Source: an optimization exercise on an open RTL-to-GDS flow (aim: small area, a short achievable clock period and few clock cycles per item). Production flows keep margins and buffers that such runs may drop.
Where RTL was checked, it was by simulation tests only, not by an equivalence proof against the original.

==> flow/design.v (excerpt) <==
module haze_removal( clock, reset, in_valid, frame_start, win_r, win_g, win_b,
                     out_valid, Jr, Jg, Jb );
==> module div_step, before the edit <==
module div_step #(parameter K = 7) ( x, t, y );
input  [23:0] x;
input  [7:0]  t;
output [23:0] y;
wire [8:0] a = {x[7:0], 1'b0};
wire [8:0] d;
wire [9:0] bw;
assign bw[0] = 1'b0;
genvar i;
generate for (i = 0; i < 9; i = i + 1) begin : gi
    wire ti = (i < 8) ? t[i] : 1'b0;
    assign d[i]    = 1'b0;
    assign bw[i+1] = (a[i] ^ ti) ? ti : bw[i];
end endgenerate
wire       b  = ~bw[9];                      
wire [7:0] ts = t & {8{b}};
wire [8:0] b2;
wire [7:0] rn;
assign b2[0] = 1'b0;
for (i = 0; i < 8; i = i + 1) begin : gs
    assign rn[i]   = a[i] ^ ts[i] ^ b2[i];
    assign b2[i+1] = (a[i] ^ ts[i]) ? ts[i] : b2[i];
end
wire [7:0] q  = x[15:8] | ({7'd0, b} << K);
assign y = {x[23:16], q, (K == 0) ? 8'd0 : rn};
endmodule
==> module haze_removal, before the edit <==
module haze_removal( clock, reset, in_valid, frame_start, win_r, win_g, win_b,
                     out_valid, Jr, Jg, Jb );
parameter ICUT = 1;                   
parameter GCUT = 0;                   
parameter MCUT = 0;                   
parameter [7:0] DCUT = 8'b00100001;   
parameter SCUT = 0;                   
parameter OCUT = 1;                   
input clock;
input reset;
input in_valid;
input frame_start;
input [71:0] win_r, win_g, win_b;
output out_valid;
output [7:0] Jr, Jg, Jb;
wire [71:0] wr, wg, wb;
wire        v0, fs0;
PIPE  #(217, ICUT) p_i  (clock, {frame_start, win_r, win_g, win_b}, {fs0, wr, wg, wb});
VPIPE #(ICUT)      p_iv (clock, reset, in_valid, v0);
wire [23:0] gr_c, gg_c, gb_c;
MINB #(3) g_r0 (wr[23:0],  gr_c[7:0]);
MINB #(3) g_r1 (wr[47:24], gr_c[15:8]);
MINB #(3) g_r2 (wr[71:48], gr_c[23:16]);
MINB #(3) g_g0 (wg[23:0],  gg_c[7:0]);
MINB #(3) g_g1 (wg[47:24], gg_c[15:8]);
MINB #(3) g_g2 (wg[71:48], gg_c[23:16]);
MINB #(3) g_b0 (wb[23:0],  gb_c[7:0]);
MINB #(3) g_b1 (wb[47:24], gb_c[15:8]);
MINB #(3) g_b2 (wb[71:48], gb_c[23:16]);
wire [23:0] gr, gg, gb;
wire [7:0]  cr1, cg1, cb1;
wire        v1, fs1;
PIPE  #(97, GCUT) p_g  (clock, {fs0, gr_c, gg_c, gb_c, wr[39:32], wg[39:32], wb[39:32]},
                               {fs1, gr, gg, gb, cr1, cg1, cb1});
VPIPE #(GCUT)      p_gv (clock, reset, v0, v1);
wire [7:0] mr_c, mg_c, mb_c, bc3;
transmission_estimation bc_est (cr1, cg1, cb1, bc3);
MINB #(3) m_r (gr, mr_c);
MINB #(3) m_g (gg, mg_c);
MINB #(3) m_b (gb, mb_c);
wire [7:0] mr, mg, mb, bc3m, cr, cg, cb;
wire       v2, fs2;
PIPE  #(57, MCUT) p_m  (clock, {fs1, mr_c, mg_c, mb_c, bc3, cr1, cg1, cb1},
                               {fs2, mr, mg, mb, bc3m, cr, cg, cb});
VPIPE #(MCUT)     p_mv (clock, reset, v1, v2);
wire [7:0] t_n;
MINB #(4) t_max ({~bc3m, mr, mg, mb}, t_n);
wire [7:0] t = ~t_n;
wire [7:0] Ar, Ag, Ab;        
wire [6:0] Ar_q, Ag_q, Ab_q;  
alight_est al_r (clock, reset, v2, fs2, mr, Ar, Ar_q);
alight_est al_g (clock, reset, v2, fs2, mg, Ag, Ag_q);
alight_est al_b (clock, reset, v2, fs2, mb, Ab, Ab_q);
wire [7:0] dr, dg, db;
wire       sr, sg, sb;
ABSDIFF ad_r (cr, Ar, dr, sr);
ABSDIFF ad_g (cg, Ag, dg, sg);
ABSDIFF ad_b (cb, Ab, db, sb);
wire [23:0] br [0:8];
wire [23:0] bg [0:8];
wire [23:0] bb [0:8];
wire [7:0]  tt [0:8];
wire        vv [0:8];
assign br[0] = {sr, Ar[6:0], 8'd0, dr};
assign bg[0] = {sg, Ag[6:0], 8'd0, dg};
assign bb[0] = {sb, Ab[6:0], 8'd0, db};
assign tt[0] = t;
assign vv[0] = v2;
genvar k;
generate
for (k = 0; k < 8; k = k + 1) begin : step
    wire [23:0] xr, xg, xb;
    wire [7:0]  xt;
    wire        xv;
    DPIPE #(DCUT[k], (DCUT & ((8'd1 << k) - 8'd1)) != 8'd0) p_d (clock, reset, br[k], bg[k], bb[k], tt[k], vv[k],
                                 Ar_q, Ag_q, Ab_q, xr, xg, xb, xt, xv);
    div_step #(.K(7-k)) sr (xr, xt, br[k+1]);
    div_step #(.K(7-k)) sg (xg, xt, bg[k+1]);
    div_step #(.K(7-k)) sb (xb, xt, bb[k+1]);
    assign tt[k+1] = xt;
    assign vv[k+1] = xv;
end
endgenerate
wire [23:0] yr, yg, yb;
wire [7:0]  yt;
wire        yv;
DPIPE #(SCUT, DCUT != 8'd0) p_s (clock, reset, br[8], bg[8], bb[8], tt[8], vv[8],
                          Ar_q, Ag_q, Ab_q, yr, yg, yb, yt, yv);
wire [7:0] Jr_c, Jg_c, Jb_c;
scene_recovery rc_r ({1'b1, yr[22:16]}, yr[15:8], yr[23], Jr_c);
scene_recovery rc_g ({1'b1, yg[22:16]}, yg[15:8], yg[23], Jg_c);
scene_recovery rc_b ({1'b1, yb[22:16]}, yb[15:8], yb[23], Jb_c);
PIPE  #(24, OCUT) p_o  (clock, {Jr_c, Jg_c, Jb_c}, {Jr, Jg, Jb});
VPIPE #(OCUT)     p_ov (clock, reset, yv, out_valid);
endmodule
==> flow/config.mk <==
export PLATFORM = sky130hd
export DESIGN_NAME = haze_removal
export DESIGN_NICKNAME = haze_removal
export VERILOG_FILES = /design/flow/design.v
export SDC_FILE = /design/flow/constraint.sdc
export NUM_CORES = 4
export LEC_CHECK = 0
export ABC_AREA = 1
export CAP_MARGIN = 20
export CORE_MARGIN = 2
export CORE_UTILIZATION = 40
export SLEW_MARGIN = 20
==> flow/constraint.sdc <==
create_clock -name core_clock -period 40.0 [get_ports {clock}]
set_input_delay 8.0000 -clock core_clock [delete_from_list [all_inputs] [get_ports {clock}]]
set_output_delay 8.0000 -clock core_clock [all_outputs]
set_load 0.01 [all_outputs]
standard.sh (not shown) runs the stock make flow with config.mk's settings and CLKGATE_MAP_FILE= SYNTH_SCRIPT=/design/flow/synth_recipe.tcl, a recipe that flattens the netlist after the stock synthesis.
==> flow/flow/run.sh <==
#!/bin/bash
# The standard layout (bash standard.sh: ORFS synthesis to finish, with
# the standard flow's config.mk and SDC unchanged), with two changes to how the layout is
# made:
#  * the port buffers are plain buffers (buf_1) instead of the delay buffers
#    that buffer_ports otherwise picks;
#  * repair_timing aims for a setup slack margin, so that the resizer works on
#    the critical paths although the 40 ns clock is met with room to spare.
# Each tool's full output goes to standard.log in this folder (ORFS also
# keeps its per-step logs under orfs/logs).
set -euo pipefail
export BUFFER_PORTS_ARGS="-buffer_cell sky130_fd_sc_hd__buf_1"
export SETUP_SLACK_MARGIN=${SETUP_SLACK_MARGIN_OVERRIDE:-28.5}
bash standard.sh > standard.log 2>&1
Then changed:
--- a/flow/design.v
+++ b/flow/design.v
@@ -101,24 +101,17 @@
 wire [8:0] d;
 wire [9:0] bw;
 assign bw[0] = 1'b0;
 genvar i;
 generate for (i = 0; i < 9; i = i + 1) begin : gi
     wire ti = (i < 8) ? t[i] : 1'b0;
-    assign d[i]    = 1'b0;
+    assign d[i]    = a[i] ^ ti ^ bw[i];
     assign bw[i+1] = (a[i] ^ ti) ? ti : bw[i];
 end endgenerate
 wire       b  = ~bw[9];                      
-wire [7:0] ts = t & {8{b}};
-wire [8:0] b2;
-wire [7:0] rn;
-assign b2[0] = 1'b0;
-for (i = 0; i < 8; i = i + 1) begin : gs
-    assign rn[i]   = a[i] ^ ts[i] ^ b2[i];
-    assign b2[i+1] = (a[i] ^ ts[i]) ? ts[i] : b2[i];
-end
+wire [7:0] rn = b ? d[7:0] : a[7:0];
 wire [7:0] q  = x[15:8] | ({7'd0, b} << K);
 assign y = {x[23:16], q, (K == 0) ? 8'd0 : rn};
 endmodule
 module scene_recovery( A, q, s, J );
 input  [7:0] A, q;
 input        s;
@@ -135,16 +128,16 @@
 end endgenerate
 assign J = (c[8] == s) ? {8{s}} : u;
 endmodule
 `timescale 1ns / 1ps
 module haze_removal( clock, reset, in_valid, frame_start, win_r, win_g, win_b,
                      out_valid, Jr, Jg, Jb );
-parameter ICUT = 1;                   
-parameter GCUT = 0;                   
+parameter ICUT = 0;                   
+parameter GCUT = 1;                   
 parameter MCUT = 0;                   
-parameter [7:0] DCUT = 8'b00100001;   
+parameter [7:0] DCUT = 8'b00001000;   
 parameter SCUT = 0;                   
 parameter OCUT = 1;                   
 input clock;
 input reset;
 input in_valid;
 input frame_start;
=>
- global-route usage climbs by 2.0 points
- wire length drops by 8.2%
- hold slack gets better by 0.061 ns
- fmax drops by 18%
- core utilization climbs by 1.3 points
- final cell count drops by 6.9%
- sequential share of layout area drops by 11 points
Testbench counts after the change, summed over its fixed seeds: cycles 16,016, items 16,000.
The RTL of the first run of this note was laid out without a check of its function.

[separate check: timing with driven ports]
In the flow no input, the clock included, has a driving cell. The finished layouts below were timed again as built, in two steps.
Step 1 (the two cells are an assumption about what drives the block):
set clk [get_ports {clock}]
set_driving_cell -lib_cell sky130_fd_sc_hd__clkbuf_16 $clk
set_driving_cell -lib_cell sky130_fd_sc_hd__buf_2 [delete_from_list [all_inputs] $clk]
Step 2 moves the port delays by t, midway between the first and last clock arrival at a register: inputs arrive t later, outputs are due t later. That takes back most of the time a late clock gives input paths.
a / b / c = ideal ports / drivers / drivers and shift; a / b = the first two.
| run | t (ns) | setup slack, ns | hold WS [ns] | worst slew at a driven data input, ns | pins driven straight from the clock port |
|---|---|---|---|---|---|
| the first run | 0.632 | 30.956 / 30.899 / 31.200 | 0.343 / 0.343 / 0.343 | 0.07 | 1 |
| the second run | 0.532 | 28.906 / 28.943 / 28.412 | 0.405 / 0.405 / 0.405 | 0.06 | 1 |
After both steps setup and hold are still met in every run listed. The setup slack of the second run, which loses most, moves by +0.037 ns with the drivers and by -0.494 ns with both steps.
